Context: an optimization exercise on an open-source flow, tuned for a short achievable clock period and few clock cycles. The choices shown serve that exercise and are no tape-out recipe.
The RTL was checked by simulation tests, not by an equivalence proof against the original design.
Power is estimated from default activity; no workload was simulated.

==> 08-06 <==
// riscv_pipeline
module riscv_pipeline(
    input               clock,
    input               reset,
    output      [31:0]  imem_addr,
    input       [31:0]  imem_rdata,
    output      [31:0]  dmem_addr,
    output      [31:0]  dmem_wdata,
    output              dmem_we,
    input       [31:0]  dmem_rdata
    );
    localparam [6:0] OP_R  = 7'b0110011,
                     OP_LW = 7'b0000011,
                     OP_SW = 7'b0100011,
                     OP_BR = 7'b1100011;
    localparam [2:0] ALU_ADD = 3'd0,
                     ALU_SUB = 3'd1,
                     ALU_AND = 3'd2,
                     ALU_OR  = 3'd3,
                     ALU_XOR = 3'd4;
    function automatic [31:0] pick(input s, input [31:0] a, input [31:0] b);
        pick = ({32{s}} & a) | ({32{~s}} & b);
    endfunction
    reg  [31:0] fpc;                  
    reg         d_valid;
    reg  [31:0] d_ir;
    reg  [31:0] d_rf1, d_rf2;         
    reg         d_is_lw, d_is_sw;
    reg         d_brl;                
    reg         d_we;                 
    reg  [31:0] d_imm_m;              
    reg  [31:0] d_target;             
    reg  [2:0]  d_aluop;
    reg         d_dep1, d_dep2;       
    reg         d_byp1, d_byp2;       
  ...
clock: 12.0 ns
lec_check: 0
cap_margin: 40
core_margin: 2
core_utilization: 40
slew_margin: 40
synth_hierarchical: 1
synth_minimum_keep_size: 0
standard.sh (not shown) runs the stock make flow with config.mk's settings and CLKGATE_MAP_FILE= SYNTH_SCRIPT=/design/flow/synth_recipe.tcl, a recipe that flattens the netlist after the stock synthesis.
==> flow/flow/run.sh <==
#!/bin/bash
# Layout: the standard flow (standard.sh, standard synthesis unchanged),
# with a timing-repair target well below the 12 ns clock, so that the repair
# works on every path and not only on ones that fail 12 ns; repairs may use
# any cell footprint, and the port buffers are strong buffers rather than the
# default delay cell. Everything else is the standard flow.
set -uo pipefail
bash standard.sh \
    SETUP_SLACK_MARGIN=8.0 \
    MATCH_CELL_FOOTPRINT=0 \
    'BUFFER_PORTS_ARGS=-buffer_cell sky130_fd_sc_hd__buf_8' \
    finish > standard_flow.log 2>&1
status=$?
cp -f orfs/logs/*/*/*/*.log . 2>/dev/null || true
exit $status
==> 10-05 (differences from 08-06) <==
--- a/flow/design.v
+++ b/flow/design.v
@@ -1,100 +1,22 @@
-module pg32 (
-    input  [31:0] a,
-    input  [31:0] b,
-    output [31:0] p,
-    output [31:0] g
-);
-    assign p = a ^ b;
-    assign g = a & b;
-endmodule
-module ks32 (
-    input  [31:0] p,
-    input  [31:0] g,
-    input         cin,
-    output [31:0] s
-);
-    wire [31:0] G0, P0, G1, P1, G2, P2, G3, P3, G4, P4, G5;
-    assign G0 = {g[31:1], g[0] | (p[0] & cin)};
-    assign P0 = p;
-    genvar i;
-    generate
-        for (i = 0; i < 32; i = i + 1) begin : lvl
-            if (i >= 1)  begin : a1 assign G1[i] = G0[i] | (P0[i] & G0[i-1]);  assign P1[i] = P0[i] & P0[i-1];  end
-            else         begin : b1 assign G1[i] = G0[i];                       assign P1[i] = P0[i];             end
-            if (i >= 2)  begin : a2 assign G2[i] = G1[i] | (P1[i] & G1[i-2]);  assign P2[i] = P1[i] & P1[i-2];  end
-            else         begin : b2 assign G2[i] = G1[i];                       assign P2[i] = P1[i];             end
-            if (i >= 4)  begin : a3 assign G3[i] = G2[i] | (P2[i] & G2[i-4]);  assign P3[i] = P2[i] & P2[i-4];  end
-            else         begin : b3 assign G3[i] = G2[i];                       assign P3[i] = P2[i];             end
-            if (i >= 8)  begin : a4 assign G4[i] = G3[i] | (P3[i] & G3[i-8]);  assign P4[i] = P3[i] & P3[i-8];  end
-            else         begin : b4 assign G4[i] = G3[i];                       assign P4[i] = P3[i];             end
-            if (i >= 16) begin : a5 assign G5[i] = G4[i] | (P4[i] & G4[i-16]); end
-            else         begin : b5 assign G5[i] = G4[i];                       end
-        end
-    endgenerate
-    assign s = p ^ {G5[30:0], cin};
-endmodule
 module add32 (
     input  [31:0] a,
     input  [31:0] b,
     input         cin,
     output [31:0] s
 );
-    wire [31:0] p, g;
-    pg32 PG (.a(a), .b(b), .p(p), .g(g));
-    ks32 KS (.p(p), .g(g), .cin(cin), .s(s));
-endmodule
-module pg12 (
-    input  [11:0] a,
-    input  [11:0] b,
-    output [11:0] p,
-    output [11:0] g
-);
-    assign p = a ^ b;
-    assign g = a & b;
-endmodule
-module ks12 (
-    input  [11:0] p,
-    input  [11:0] g,
-    output [12:0] s
-);
-    wire [11:0] G1, P1, G2, P2, G3, P3, G4;
-    genvar i;
-    generate
-        for (i = 0; i < 12; i = i + 1) begin : lvl
-            if (i >= 1) begin : a1 assign G1[i] = g[i] | (p[i] & g[i-1]);    assign P1[i] = p[i] & p[i-1];   end
-            else        begin : b1 assign G1[i] = g[i];                      assign P1[i] = p[i];            end
-            if (i >= 2) begin : a2 assign G2[i] = G1[i] | (P1[i] & G1[i-2]); assign P2[i] = P1[i] & P1[i-2]; end
-            else        begin : b2 assign G2[i] = G1[i];                     assign P2[i] = P1[i];           end
-            if (i >= 4) begin : a3 assign G3[i] = G2[i] | (P2[i] & G2[i-4]); assign P3[i] = P2[i] & P2[i-4]; end
-            else        begin : b3 assign G3[i] = G2[i];                     assign P3[i] = P2[i];           end
-            if (i >= 8) begin : a4 assign G4[i] = G3[i] | (P3[i] & G3[i-8]); end
-            else        begin : b4 assign G4[i] = G3[i];                     end
-        end
-    endgenerate
-    assign s = {G4[11], p ^ {G4[10:0], 1'b0}};
+    wire [32:0] t = {a, cin} + {b, cin};
+    assign s = t[32:1];
 endmodule
 module add12 (
     input  [11:0] a,
     input  [11:0] b,
     output [12:0] s
 );
-    wire [11:0] p, g;
-    pg12 PG (.a(a), .b(b), .p(p), .g(g));
-    ks12 KS (.p(p), .g(g), .s(s));
-endmodule
-module sel20 (
-    input  [19:0] hi,
-    input  [19:0] hi_p,
-    input  [19:0] hi_m,
-    input         keep,
-    input         up,
-    output [19:0] q
-);
-    assign q = keep ? hi : (up ? hi_p : hi_m);
+    assign s = {1'b0, a} + {1'b0, b};
 endmodule
 module eq32 (
     input  [31:0] a,
     input  [31:0] b,
     output        eq
 );
     assign eq = (a == b);
@@ -244,22 +166,20 @@
         endcase
     end
     wire [12:0] f_lo;
     add12 F_TARGET (.a(fpc[11:0]), .b(f_imm_s), .s(f_lo));
     wire [19:0] f_hi   = fpc[31:12];
     wire [19:0] f_hi_p = fpc[31:12] + 20'd1;
     wire [19:0] f_hi_m = fpc[31:12] - 20'd1;
-    wire [19:0] f_hi_t;
-    sel20 F_TARGET_HI (.hi(f_hi), .hi_p(f_hi_p), .hi_m(f_hi_m),
-                       .keep(f_lo[12] == f_imm_s[11]), .up(f_lo[12]), .q(f_hi_t));
-    wire [31:0] f_target = {f_hi_t, f_lo[11:0]};
+    wire [31:0] f_hi_t = pick(f_lo[12] == f_imm_s[11], {12'd0, f_hi},
+                              pick(f_lo[12], {12'd0, f_hi_p}, {12'd0, f_hi_m}));
+    wire [31:0] f_target = {f_hi_t[19:0], f_lo[11:0]};
     wire [31:0] f_inc    = fpc + 32'd1;
-    wire [31:0] f_other  = d_stall ? fpc : pick(d_redirect, d_target, f_inc);
-    wire        f_take   = f_same & ~d_stall & ~d_redirect;
-    wire [31:0] f_next   = pick(f_take, f_target, f_other);
+    wire [31:0] f_seq    = pick(f_same, f_target, f_inc);
+    wire [31:0] f_next   = d_stall ? fpc : pick(d_redirect, d_target, f_seq);
     wire [4:0] n_rs1 = d_stall ? d_rs1 : imem_rdata[19:15];
     wire [4:0] n_rs2 = d_stall ? d_rs2 : imem_rdata[24:20];
     wire [31:0] f_rf1, f_rf2;
     wire [991:0] rf_flat;
     genvar gi;
     generate
         for (gi = 1; gi < 32; gi = gi + 1) begin : flat
==> flow/flow/run.sh (replaced) <==
#!/bin/bash
# Layout: the standard flow (standard.sh, standard synthesis unchanged),
# with a timing-repair target well below the 12 ns clock, so that the repair
# works on every path and not only on ones that fail 12 ns; repairs may use
# any cell footprint, and the port buffers are strong buffers rather than the
# default delay cell. Everything else is the standard flow.
set -uo pipefail
bash standard.sh \
    SETUP_SLACK_MARGIN=8.3 \
    MATCH_CELL_FOOTPRINT=0 \
    'BUFFER_PORTS_ARGS=-buffer_cell sky130_fd_sc_hd__buf_8' \
    finish > standard_flow.log 2>&1
status=$?
cp -f orfs/logs/*/*/*/*.log . 2>/dev/null || true
exit $status
- CAP_MARGIN: 40 -> 20
- CORE_UTILIZATION: 40 -> 45
- SLEW_MARGIN: 40 -> 20
==> 11-02 (differences from 08-06) <==
--- a/flow/design.v
+++ b/flow/design.v
@@ -79,22 +79,28 @@
     output [12:0] s
 );
     wire [11:0] p, g;
     pg12 PG (.a(a), .b(b), .p(p), .g(g));
     ks12 KS (.p(p), .g(g), .s(s));
 endmodule
 module sel20 (
-    input  [19:0] hi,
-    input  [19:0] hi_p,
-    input  [19:0] hi_m,
-    input         keep,
-    input         up,
+    input  [19:0] a,
+    input  [19:0] b,
+    input         s,
     output [19:0] q
 );
-    assign q = keep ? hi : (up ? hi_p : hi_m);
+    assign q = s ? a : b;
+endmodule
+module sel32 (
+    input  [31:0] a,
+    input  [31:0] b,
+    input         s,
+    output [31:0] q
+);
+    assign q = s ? a : b;
 endmodule
 module eq32 (
     input  [31:0] a,
     input  [31:0] b,
     output        eq
 );
     assign eq = (a == b);
@@ -167,15 +173,15 @@
     reg         d_pby1, d_pby2;       
     reg         x_valid;
     reg         x_we;                 
     reg  [4:0]  x_rd;
     reg         x_lw;
     reg  [2:0]  x_aluop;
     reg         x_sub, x_arith;       
-    reg  [1:0]  x_lop;                
+    reg  [2:0]  x_lop;                
     reg  [31:0] x_a;
     reg  [31:0] x_b;                  
     reg         w_we;
     reg  [4:0]  w_rd;
     reg  [31:0] w_res;
     reg  [31:0] w_wd;                 
     reg         p_we;                 
@@ -193,36 +199,36 @@
         if (w_we)
             rf[w_rd] <= w_wd;
     end
     wire [31:0] x_p, x_g;
     alu_pg ALU_PG (.a(x_a), .b(x_b), .p(x_p), .g(x_g));
     wire [31:0] x_sum;
     add32 ALU_ADD_SUB (.a(x_a), .b(x_b), .cin(x_sub), .s(x_sum));
-    wire [31:0] x_logic = (x_lop == 2'd0) ? x_g :
-                          (x_lop == 2'd1) ? (x_p | x_g) : x_p;
+    wire [31:0] x_logic = ({32{x_lop[0]}} & x_g) | ({32{x_lop[1]}} & (x_p | x_g)) |
+                          ({32{x_lop[2]}} & x_p);
     wire [31:0] alu   = x_arith ? x_sum : x_logic;
     wire [31:0] x_res = x_lw ? dmem_rdata : alu;
     wire [4:0] d_rd  = d_ir[11:7];
     wire [4:0] d_rs1 = d_ir[19:15];
     wire [4:0] d_rs2 = d_ir[24:20];
     wire [31:0] v1 = d_byp1 ? w_res : d_pby1 ? p_res : d_rf1;
     wire [31:0] v2 = d_byp2 ? w_res : d_pby2 ? p_res : d_rf2;
     wire [31:0] csa_s = x_arith ? (x_p ^ d_imm_m) : (x_logic ^ d_imm_m);
     wire [31:0] csa_c = x_arith ? (x_g | (x_p & d_imm_m)) : (x_logic & d_imm_m);
     wire [31:0] addr_alu, addr_rf;
     add32 AGU_X  (.a(csa_s), .b({csa_c[30:0], 1'b0}), .cin(x_sub), .s(addr_alu));
     add32 AGU_RF (.a(v1), .b(d_imm_m), .cin(1'b0), .s(addr_rf));
     wire [31:0] d_addr = pick(d_dep1, addr_alu, addr_rf);
     wire [31:0] d_other = d_dep1 ? v2 : v1;
-    wire eq_rf, eq_ld, eq_alu;
+    wire eq_rf, eq_alu;
     eq32   CMP_RF  (.a(v1), .b(v2), .eq(eq_rf));
-    eq32   CMP_LD  (.a(dmem_rdata), .b(d_other), .eq(eq_ld));
     alu_eq CMP_ALU (.op(x_aluop), .p(x_p), .g(x_g), .c(d_other), .eq(eq_alu));
-    wire d_eq = (d_dep1 | d_dep2) ? (x_lw ? eq_ld : eq_alu) : eq_rf;
-    wire d_stall = d_valid & x_lw & (d_is_lw | d_is_sw) & d_dep1;
+    wire d_eq = (d_dep1 | d_dep2) ? eq_alu : eq_rf;
+    wire d_stall = d_valid & x_lw & (((d_is_lw | d_is_sw) & d_dep1) |
+                                     (d_brl & (d_dep1 | d_dep2)));
     wire d_go = d_valid & ~d_stall;
     wire d_redirect = d_go & d_brl & d_eq;
     wire [31:0] st_data = d_dep2 ? x_res : v2;
     wire [6:0] f_op  = imem_rdata[6:0];
     wire [4:0] f_rd  = imem_rdata[11:7];
     wire f_is_r  = f_op == OP_R;
     wire f_is_lw = f_op == OP_LW;
@@ -244,22 +250,25 @@
         endcase
     end
     wire [12:0] f_lo;
     add12 F_TARGET (.a(fpc[11:0]), .b(f_imm_s), .s(f_lo));
     wire [19:0] f_hi   = fpc[31:12];
     wire [19:0] f_hi_p = fpc[31:12] + 20'd1;
     wire [19:0] f_hi_m = fpc[31:12] - 20'd1;
+    wire [19:0] f_hi_c  = f_imm_s[11] ? f_hi   : f_hi_p;
+    wire [19:0] f_hi_nc = f_imm_s[11] ? f_hi_m : f_hi;
     wire [19:0] f_hi_t;
-    sel20 F_TARGET_HI (.hi(f_hi), .hi_p(f_hi_p), .hi_m(f_hi_m),
-                       .keep(f_lo[12] == f_imm_s[11]), .up(f_lo[12]), .q(f_hi_t));
+    sel20 F_TARGET_HI (.a(f_hi_c), .b(f_hi_nc), .s(f_lo[12]), .q(f_hi_t));
     wire [31:0] f_target = {f_hi_t, f_lo[11:0]};
     wire [31:0] f_inc    = fpc + 32'd1;
-    wire [31:0] f_other  = d_stall ? fpc : pick(d_redirect, d_target, f_inc);
-    wire        f_take   = f_same & ~d_stall & ~d_redirect;
-    wire [31:0] f_next   = pick(f_take, f_target, f_other);
+    wire [31:0] f_other  = d_stall ? fpc : f_inc;
+    wire        f_take   = f_same & ~d_stall;
+    wire [31:0] f_seq, f_next;
+    sel32 F_SEQ  (.a(f_target), .b(f_other), .s(f_take), .q(f_seq));
+    sel32 F_NEXT (.a(d_target & ~{32{reset}}), .b(f_seq), .s(d_redirect | reset), .q(f_next));
     wire [4:0] n_rs1 = d_stall ? d_rs1 : imem_rdata[19:15];
     wire [4:0] n_rs2 = d_stall ? d_rs2 : imem_rdata[24:20];
     wire [31:0] f_rf1, f_rf2;
     wire [991:0] rf_flat;
     genvar gi;
     generate
         for (gi = 1; gi < 32; gi = gi + 1) begin : flat
@@ -267,31 +276,30 @@
         end
     endgenerate
     rf_read RD1 (.r(rf_flat), .sel(imem_rdata[19:15]), .q(f_rf1));
     rf_read RD2 (.r(rf_flat), .sel(imem_rdata[24:20]), .q(f_rf2));
     wire       n_xwe = d_go & d_we;
     wire       n_wwe = x_valid & x_we;
     always @(posedge clock) begin
+        fpc <= f_next;
         if (reset) begin
-            fpc     <= 32'd0;
             d_valid <= 1'b0;
             d_dep1  <= 1'b0;
             d_dep2  <= 1'b0;
             d_byp1  <= 1'b0;
             d_byp2  <= 1'b0;
             d_pby1  <= 1'b0;
             d_pby2  <= 1'b0;
             x_valid <= 1'b0;
             x_we    <= 1'b0;
             x_lw    <= 1'b0;
             w_we    <= 1'b0;
             p_we    <= 1'b0;
             m_we    <= 1'b0;
         end else begin
-            fpc     <= f_next;
             if (!d_stall)
                 d_valid <= ~d_redirect;
             d_dep1  <= n_xwe & (d_rd == n_rs1);
             d_dep2  <= n_xwe & (d_rd == n_rs2);
             d_byp1  <= n_wwe & (x_rd == n_rs1);
             d_byp2  <= n_wwe & (x_rd == n_rs2);
             d_pby1  <= w_we & (w_rd == n_rs1);
@@ -317,15 +325,15 @@
         end
         d_rf1    <= d_stall ? v1 : f_rf1;
         d_rf2    <= d_stall ? v2 : f_rf2;
         x_rd     <= d_rd;
         x_aluop  <= d_aluop;
         x_sub    <= d_aluop == ALU_SUB;
         x_arith  <= (d_aluop == ALU_ADD) | (d_aluop == ALU_SUB);
-        x_lop    <= (d_aluop == ALU_AND) ? 2'd0 : (d_aluop == ALU_OR) ? 2'd1 : 2'd2;
+        x_lop    <= {d_aluop == ALU_XOR, d_aluop == ALU_OR, d_aluop == ALU_AND};
         x_a      <= d_dep1 ? x_res : v1;
         x_b      <= (d_dep2 ? x_res : v2) ^ {32{d_aluop == ALU_SUB}};
         m_addr   <= d_addr;
         m_wdata  <= st_data;
         w_rd     <= x_rd;
         w_res    <= x_res;
         if (n_wwe)
==> flow/flow/run.sh (replaced) <==
#!/bin/bash
# Layout: the standard flow (standard.sh, standard synthesis unchanged),
# with a timing-repair target well below the 12 ns clock, so that the repair
# works on every path and not only on ones that fail 12 ns; repairs may use
# any cell footprint, and the port buffers are strong buffers rather than the
# default delay cell. Everything else is the standard flow.
set -uo pipefail
bash standard.sh \
    SETUP_SLACK_MARGIN=8.5 \
    MATCH_CELL_FOOTPRINT=0 \
    'BUFFER_PORTS_ARGS=-buffer_cell sky130_fd_sc_hd__buf_8' \
    finish > standard_flow.log 2>&1
status=$?
cp -f orfs/logs/*/*/*/*.log . 2>/dev/null || true
exit $status
- CORE_UTILIZATION: 40 -> 50
==> run notes <==
quantity                                                                    08-06           11-02                                            10-05
Number of tapcells                                                           2464            1930                                             2175
Via count normalized by instance count                                       6.14            6.58                                             6.58
Leak Pwr                                                                  32.0 nW         33.5 nW                                          32.7 nW
Critical register-to-register path endpoint                                     -          fpc[4]                                          fpc[31]
Initial standard-cell utilization of the core                               0.403           0.503                                            0.454
Routed metal-1 wirelength                                               105000 um       103000 um                                        109000 um
Number of ordinary inverters in the final layout                               91             153                                               97
Result of the run                                                  finished clean  finished clean                         finished with violations
Reasons for failing layout checks                                               -               -  max-capacitance violations, max-slew violations
Met2 Wirelength                                                         124000 um       125000 um                                        127000 um
Power in combinational cells                                            0.00337 W       0.00409 W                                        0.00339 W
Count of multi-input gates                                                   3656            3646                                             3729
Proportion of synthesized area in mux cells                                 0.187           0.189                                            0.175
Area added between synthesis and finish                                     19.3%           24.1%                                            22.9%
Required time of the critical path                                       12750 ps        12690 ps                                         12670 ps
Die outline width                                                          434 um          389 um                                           409 um
Crit-path max cell delay                                                   530 ps          510 ps                                          1210 ps
Power Total                                                              0.0138 W        0.0146 W                                         0.0139 W
Post-layout minimum cycle time                                            4270 ps         4000 ps                                          4880 ps
Seq/total area                                                              0.444           0.427                                            0.432
Number of antenna violations at the first check in global routing               5               2                                               10
Met3 Use GR                                                                0.0424          0.0544                                           0.0650
Placer's final routability congestion estimate                              0.970            1.00                                            0.972
Internal reg-to-reg setup slack                                           7730 ps         8000 ps                                          7540 ps
Pin count of the biggest net entering global routing                           81              73                                               87
Number of buffers created by CTS                                              151             154                                              156
Launch point of the worst path                                             d_pby1          d_pby2                                   imem_rdata[19]
Testbench counts of 08-06, summed over its fixed seeds: cycles 25,994.
Testbench counts of 10-05, summed over its fixed seeds: cycles 25,994.
Testbench counts of 11-02, summed over its fixed seeds: cycles 26,076.

-- what the ideal ports hide --
Ports are ideal in the flow. The routed layouts listed here were re-timed in OpenROAD. Step 1: set_driving_cell puts a clkbuf_16 on clock and a buf_2 on each other input, an assumption about the parent block. Step 2 also shifts input and output timing later by t, the mid clock arrival at the registers, as if the neighbouring blocks saw the same clock. Slacks: ideal ports / drivers / drivers and shift; pairs: ideal ports / drivers.
run | t (ns) | setup WS [ns] | worst setup path after step 2 | worst register clock-pin slew, ns
08-06 | 0.891 | 7.731 / 7.731 / 6.897 | input to register | 0.07 / 0.07
10-05 | 0.891 | 7.124 / 7.165 / 6.274 | input to register | 0.07 / 0.07
11-02 | 0.881 | 7.997 / 7.997 / 7.168 | input to register | 0.07 / 0.07
The setup slack of 10-05, which loses most, moves by +0.041 ns with the drivers and by -0.850 ns with both steps.
